From an optimization exercise on the open Yosys and OpenROAD flow, aimed at small area; shortcuts taken in it are not production practice.
Only simulation tests tie the RTL to the original design; equivalence was not proved.
The flow treats the clock pin as an ideal source, which a real chip does not have.
Power figures rest on the tool's default switching activity, not on a simulated workload.

## rp_acq
module rp_acq (
    input clk,
    input rst_n,
    input [31:0] gpio_data,
    input [13:0] adc_dat_a_in,
    input ext_trig,
    output [7:0] led_o,
    output [31:0] BRAM_write_address,
    output [31:0] BRAM_write_data,
    output [3:0] BRAM_wren
);
For scale: ~1200 cells after synthesis, about 130 I/O pins, roughly 12000 sq um of cells after synthesis.
==> flow/config.mk <==
export PLATFORM = sky130hd
export DESIGN_NAME = rp_acq
export DESIGN_NICKNAME = rp_acq
export VERILOG_FILES = /design/flow/design.v
export SDC_FILE = /design/flow/constraint.sdc
export NUM_CORES = 8
export LEC_CHECK = 0
export ABC_AREA = 1
export CAP_MARGIN = 0
export CORE_MARGIN = 2
export CORE_UTILIZATION = 40
export GPL_TIMING_DRIVEN = 0
export SLEW_MARGIN = 0
==> flow/constraint.sdc <==
create_clock -name core_clock -period 8.0 [get_ports {clk}]
set_input_delay 1.6000 -clock core_clock [delete_from_list [all_inputs] [get_ports {clk}]]
set_output_delay 1.6000 -clock core_clock [all_outputs]
set_load 0.01 [all_outputs]
standard.sh (not shown) runs the stock make flow with config.mk's settings and CLKGATE_MAP_FILE= SYNTH_SCRIPT=/design/flow/synth_recipe.tcl, a recipe that flattens the netlist after the stock synthesis.
==> flow/flow/run.sh <==
#!/bin/bash
# Own layout flow: the standard synthesis, then the combinational logic
# between the standard synthesis's registers and adder cells is re-mapped for
# area with ABC (registers, full and half adders and tie cells are kept as
# they are), then the standard layout with a minimum-size buffer on every
# port.  Each tool writes its full output to a log file in this folder.
set -euo pipefail
W=$PWD
F=$W/flow
R=$W/orfs/results/${FLOW_PLATFORM}/rp_acq/base
YOSYS=${FLOW_HOME}/../tools/install/yosys/bin/yosys
[ -x "$YOSYS" ] || YOSYS=yosys
LIB=${FLOW_HOME}/platforms/${FLOW_PLATFORM}/lib/sky130_fd_sc_hd__tt_025C_1v80.lib

bash standard.sh synth > $W/log_1_standard_synth.log 2>&1
cp $R/1_2_yosys.v $W/standard_synth.v

python3 $F/reopt.py $W/standard_synth.v $W/reopt_in.v > $W/log_2_reopt_py.log 2>&1
$YOSYS -p "read_liberty -lib $LIB; read_verilog $W/reopt_in.v; hierarchy -top ${FLOW_TOP}; opt -purge; techmap; opt -fast; abc -liberty $LIB -dont_use *probe* -dont_use *lpflow* -script $F/reopt.abc; opt_clean -purge; setundef -zero; hilomap -singleton -hicell sky130_fd_sc_hd__conb_1 HI -locell sky130_fd_sc_hd__conb_1 LO; splitnets; opt_clean -purge; check; stat -liberty $LIB; write_verilog -noattr -nohex -nodec $W/reopt_out.v" > $W/log_3_reopt_yosys.log 2>&1
cp $W/reopt_out.v $R/1_2_yosys.v

CTS="-sink_clustering_enable -repair_clock_nets -dont_use_dummy_load -buf_list {sky130_fd_sc_hd__clkbuf_4 sky130_fd_sc_hd__clkbuf_8 sky130_fd_sc_hd__clkbuf_16}"
bash standard.sh BUFFER_PORTS_ARGS="-buffer_cell sky130_fd_sc_hd__buf_1" CTS_ARGS="$CTS" finish > $W/log_4_standard_layout.log 2>&1
Other scripts of this flow, unchanged in this note and not shown: flow/flow/libfunc.py, flow/flow/reopt.abc, flow/flow/reopt.py
Next try:
--- a/flow/flow/run.sh
+++ b/flow/flow/run.sh
@@ -21,3 +21,3 @@
 
-CTS="-sink_clustering_enable -repair_clock_nets -dont_use_dummy_load -buf_list {sky130_fd_sc_hd__clkbuf_4 sky130_fd_sc_hd__clkbuf_8 sky130_fd_sc_hd__clkbuf_16}"
+CTS="-sink_clustering_enable -repair_clock_nets -dont_use_dummy_load -buf_list \"sky130_fd_sc_hd__clkbuf_4 sky130_fd_sc_hd__clkbuf_8 sky130_fd_sc_hd__clkbuf_16\""
 bash standard.sh BUFFER_PORTS_ARGS="-buffer_cell sky130_fd_sc_hd__buf_1" CTS_ARGS="$CTS" finish > $W/log_4_standard_layout.log 2>&1
After rerunning: The changed run died in clock tree synthesis (STA-0564); synthesized area stays the same; synthesized cell count does not change.
Next try:
--- a/flow/flow/run.sh
+++ b/flow/flow/run.sh
@@ -21,3 +21,3 @@
 
-CTS="-sink_clustering_enable -repair_clock_nets -dont_use_dummy_load -buf_list \"sky130_fd_sc_hd__clkbuf_4 sky130_fd_sc_hd__clkbuf_8 sky130_fd_sc_hd__clkbuf_16\""
+CTS="-sink_clustering_enable -repair_clock_nets -dont_use_dummy_load -buf_list {sky130_fd_sc_hd__clkbuf_8 sky130_fd_sc_hd__clkbuf_16}"
 bash standard.sh BUFFER_PORTS_ARGS="-buffer_cell sky130_fd_sc_hd__buf_1" CTS_ARGS="$CTS" finish > $W/log_4_standard_layout.log 2>&1
Effect: With this change the flow completed without violations; synthesized area stays the same; synthesized cell count does not change.

* * *

Setup of north:
Starting RTL as in the previous note.
## rp_acq
module rp_acq (
    input clk,
    input rst_n,
    input [31:0] gpio_data,
    input [13:0] adc_dat_a_in,
    input ext_trig,
    output [7:0] led_o,
    output [31:0] BRAM_write_address,
    output [31:0] BRAM_write_data,
    output [3:0] BRAM_wren
);
export LEC_CHECK = 0
export ABC_AREA = 1
export CAP_MARGIN = 0
export CORE_MARGIN = 2
export CORE_UTILIZATION = 40
export GPL_TIMING_DRIVEN = 0
export SLEW_MARGIN = 0
create_clock -name core_clock -period 8.0 [get_ports {clk}]
==> flow/flow/run.sh <==
#!/bin/bash
# Own layout flow: the standard synthesis, then the combinational logic
# between the standard synthesis's registers and adder cells is re-mapped for
# area with ABC (registers, full and half adders and tie cells are kept as
# they are), then the standard layout with a minimum-size buffer on every
# port.  Each tool writes its full output to a log file in this folder.
set -euo pipefail
W=$PWD
F=$W/flow
R=$W/orfs/results/${FLOW_PLATFORM}/rp_acq/base
YOSYS=${FLOW_HOME}/../tools/install/yosys/bin/yosys
[ -x "$YOSYS" ] || YOSYS=yosys
LIB=${FLOW_HOME}/platforms/${FLOW_PLATFORM}/lib/sky130_fd_sc_hd__tt_025C_1v80.lib

bash standard.sh synth > $W/log_1_standard_synth.log 2>&1
cp $R/1_2_yosys.v $W/standard_synth.v

python3 $F/reopt.py $W/standard_synth.v $W/reopt_in.v > $W/log_2_reopt_py.log 2>&1
$YOSYS -p "read_liberty -lib $LIB; read_verilog $W/reopt_in.v; hierarchy -top ${FLOW_TOP}; opt -purge; techmap; opt -fast; abc -liberty $LIB -dont_use *probe* -dont_use *lpflow* -script $F/reopt.abc; opt_clean -purge; setundef -zero; hilomap -singleton -hicell sky130_fd_sc_hd__conb_1 HI -locell sky130_fd_sc_hd__conb_1 LO; splitnets; opt_clean -purge; check; stat -liberty $LIB; write_verilog -noattr -nohex -nodec $W/reopt_out.v" > $W/log_3_reopt_yosys.log 2>&1
cp $W/reopt_out.v $R/1_2_yosys.v

CTS="-sink_clustering_enable -repair_clock_nets -dont_use_dummy_load -buf_list \"sky130_fd_sc_hd__clkbuf_8 sky130_fd_sc_hd__clkbuf_16\""
bash standard.sh BUFFER_PORTS_ARGS="-buffer_cell sky130_fd_sc_hd__buf_1" CTS_ARGS="$CTS" finish > $W/log_4_standard_layout.log 2>&1
Other scripts of this flow, unchanged in this note and not shown: flow/flow/libfunc.py, flow/flow/reopt.abc, flow/flow/reopt.py
north: STA-0564 in 4_1_cts -> run aborted
--- input diff north..south ---
diff --git a/flow/flow/run.sh b/flow/flow/run.sh
--- a/flow/flow/run.sh
+++ b/flow/flow/run.sh
@@ -22 +22 @@
-CTS="-sink_clustering_enable -repair_clock_nets -dont_use_dummy_load -buf_list \"sky130_fd_sc_hd__clkbuf_8 sky130_fd_sc_hd__clkbuf_16\""
+CTS="-sink_clustering_enable -repair_clock_nets -dont_use_dummy_load -buf_list sky130_fd_sc_hd__clkbuf_16"
Notes after the runs:
south completed every stage of the flow, and the final layout passed the timing, DRC and antenna checks.
Diff north -> south: number of rows in the core area held steady, die boundary height held steady, cell count after placement held steady, post-detailed-placement cell area held steady.
As far as count of port buffers added during placement goes, north and south are indistinguishable; the numbers are identical.
Summary of south over north: detailed placer's ending HPWL comparable, setup slack after placement saw little to no change, area after synthesis stayed essentially flat.
For east, these inputs were changed with respect to south:
diff --git a/flow/flow/run.sh b/flow/flow/run.sh
--- a/flow/flow/run.sh
+++ b/flow/flow/run.sh
@@ -22 +22 @@
-CTS="-sink_clustering_enable -repair_clock_nets -dont_use_dummy_load -buf_list sky130_fd_sc_hd__clkbuf_16"
+CTS="-sink_clustering_enable -repair_clock_nets -dont_use_dummy_load -buf_list sky130_fd_sc_hd__clkbuf_8 -sink_clustering_size 10 -sink_clustering_max_diameter 30 -sink_clustering_levels 2"
--- outcome ---
Having completed the whole flow, east delivered a layout that passed the timing, DRC and antenna checks.
The layout overhead on the synthesized area number comes out lower for east vs south.
east against south; filler cell count is up slightly.
Between east and south, it is east whose internal power is lower, by about 5%.
Edits applied to the flow inputs when going from east to west:
diff --git a/flow/flow/run.sh b/flow/flow/run.sh
--- a/flow/flow/run.sh
+++ b/flow/flow/run.sh
@@ -22 +22 @@
-CTS="-sink_clustering_enable -repair_clock_nets -dont_use_dummy_load -buf_list sky130_fd_sc_hd__clkbuf_8 -sink_clustering_size 10 -sink_clustering_max_diameter 30 -sink_clustering_levels 2"
+CTS="-sink_clustering_enable -repair_clock_nets -dont_use_dummy_load -buf_list sky130_fd_sc_hd__clkbuf_8 -sink_clustering_size 20 -sink_clustering_max_diameter 40"
[summary]
west did not stop at any stage, and its layout met the timing, DRC and antenna checks.
Switching component of the power: east vs west identical
west against east: number of I/O pins held steady; effective utilization at floorplan ~0 delta; number of buffers between clock root and the deepest sink stayed essentially flat.
Looking at west and east, the total setup violations reported at the end of the flow is a wash.
Re post-cts sizing count: no difference whatsoever between east and west.
Comparing east against west, there is no change at all in count of vias placed by the detailed router.
east and west ended up with roughly the same combinational share of power.
[compare] base=east new=west: fill cell instance count of the final layout flat, worst setup slack held steady, via-per-instance ratio held.
> inputs changed (west -> middle)
diff --git a/flow/flow/run.sh b/flow/flow/run.sh
--- a/flow/flow/run.sh
+++ b/flow/flow/run.sh
@@ -23 +23,4 @@
-bash standard.sh BUFFER_PORTS_ARGS="-buffer_cell sky130_fd_sc_hd__buf_1" CTS_ARGS="$CTS" finish > $W/log_4_standard_layout.log 2>&1
+MK=(BUFFER_PORTS_ARGS="-buffer_cell sky130_fd_sc_hd__buf_1" CTS_ARGS="$CTS")
+bash standard.sh "${MK[@]}" cts > $W/log_4_standard_to_cts.log 2>&1
+CTS_ODB=$R/4_cts.odb CTS_BIG=16 CTS_SMALL=8 openroad -no_init -exit $F/cts_resize.tcl > $W/log_5_cts_resize.log 2>&1
+bash standard.sh "${MK[@]}" finish > $W/log_6_standard_layout.log 2>&1
==> flow/flow/cts_resize.tcl (new file) <==
# Size each clock tree buffer by the number of flip-flop clock pins it
# drives, so no clock pin sees a slow edge, then re-legalize the placement.
read_db $::env(CTS_ODB)
set block [ord::get_db_block]
set db [ord::get_db]
proc master {name} { return [[ord::get_db] findMaster $name] }
set changed 0
foreach inst [$block getInsts] {
  set m [[$inst getMaster] getName]
  if {![string match "sky130_fd_sc_hd__clkbuf_*" $m]} { continue }
  set out [$inst findITerm X]
  if {$out == "NULL"} { continue }
  set net [$out getNet]
  if {$net == "NULL" || [$net getSigType] != "CLOCK"} { continue }
  set ff 0
  set bufs 0
  foreach it [$net getITerms] {
    if {[$it isOutputSignal]} { continue }
    set mm [[$it getInst] getMaster]
    if {[string match "*clkbuf*" [$mm getName]]} { incr bufs } else { incr ff }
  }
  if {$bufs > 0} { continue }
  if {$ff >= $::env(CTS_BIG)} {
    set want sky130_fd_sc_hd__clkbuf_16
  } elseif {$ff <= $::env(CTS_SMALL)} {
    set want sky130_fd_sc_hd__clkbuf_4
  } else {
    set want sky130_fd_sc_hd__clkbuf_8
  }
  if {$want != $m} {
    puts "[$inst getName]: $ff flip-flops, $m -> $want"
    $inst swapMaster [master $want]
    incr changed
  }
}
puts "clock buffers resized: $changed"
detailed_placement
check_placement -verbose
write_db $::env(CTS_ODB)
- middle ran to completion and came out clean on the timing, DRC and antenna checks.
- ~same post-route clock period utilization in west and middle
- | setup slack | west vs middle | ≈ equal |
- In terms of total length of routed wires, west and middle differ only marginally.
- middle and west ended up with roughly the same share of cell area taken by multi-input logic gates.
- Diff west..middle | sequential group share of total power | negligible
- Clock skew in middle vs west: down 0.012 ns
- Compared middle against west; cell area within noise.
- Any difference in slack of the worst reg-to-reg path between west and middle is small enough to ignore.
- Per-cell via count in the routed design up 0.018 in middle wrt west
- Placer's final routability congestion estimate: west vs middle identical

==> port drivers added, routing unchanged <==
How much do the figures lean on ideal ports? The routed layouts below were timed once more, with nothing changed but the port constraints.
Step 1 assumes that a clkbuf_16 drives the clock port and a buf_2 every other input.
Step 2, shift: input delay + t, output delay - t, t = (earliest + latest rising clock arrival at the registers) / 2. This alone moves slack from input paths to output paths.
Three values: ideal ports, drivers, drivers and shift; two values: the first two.
| run | shift t [ns] | slack for setup (ns) | worst register clock-pin slew, ns | worst slew at a driven data input, ns | cell pins on the clock port's net |
|---|---|---|---|---|---|
| the first run of note 1 | 0.487 | 0.424 / 0.424 / 0.424 | 0.08 / 0.08 | 0.07 | 1 |
| the third run of note 1 | 0.487 | 0.424 / 0.424 / 0.424 | 0.08 / 0.08 | 0.07 | 1 |
| south | 0.487 | 0.424 / 0.424 / 0.424 | 0.08 / 0.08 | 0.07 | 1 |
| east | 0.524 | 0.404 / 0.404 / 0.404 | 0.12 / 0.12 | 0.07 | 1 |
| west | 0.524 | 0.404 / 0.404 / 0.404 | 0.12 / 0.12 | 0.07 | 1 |
| middle | 0.533 | 0.404 / 0.404 / 0.404 | 0.10 / 0.10 | 0.07 | 1 |
After both steps every run listed still meets setup and hold.
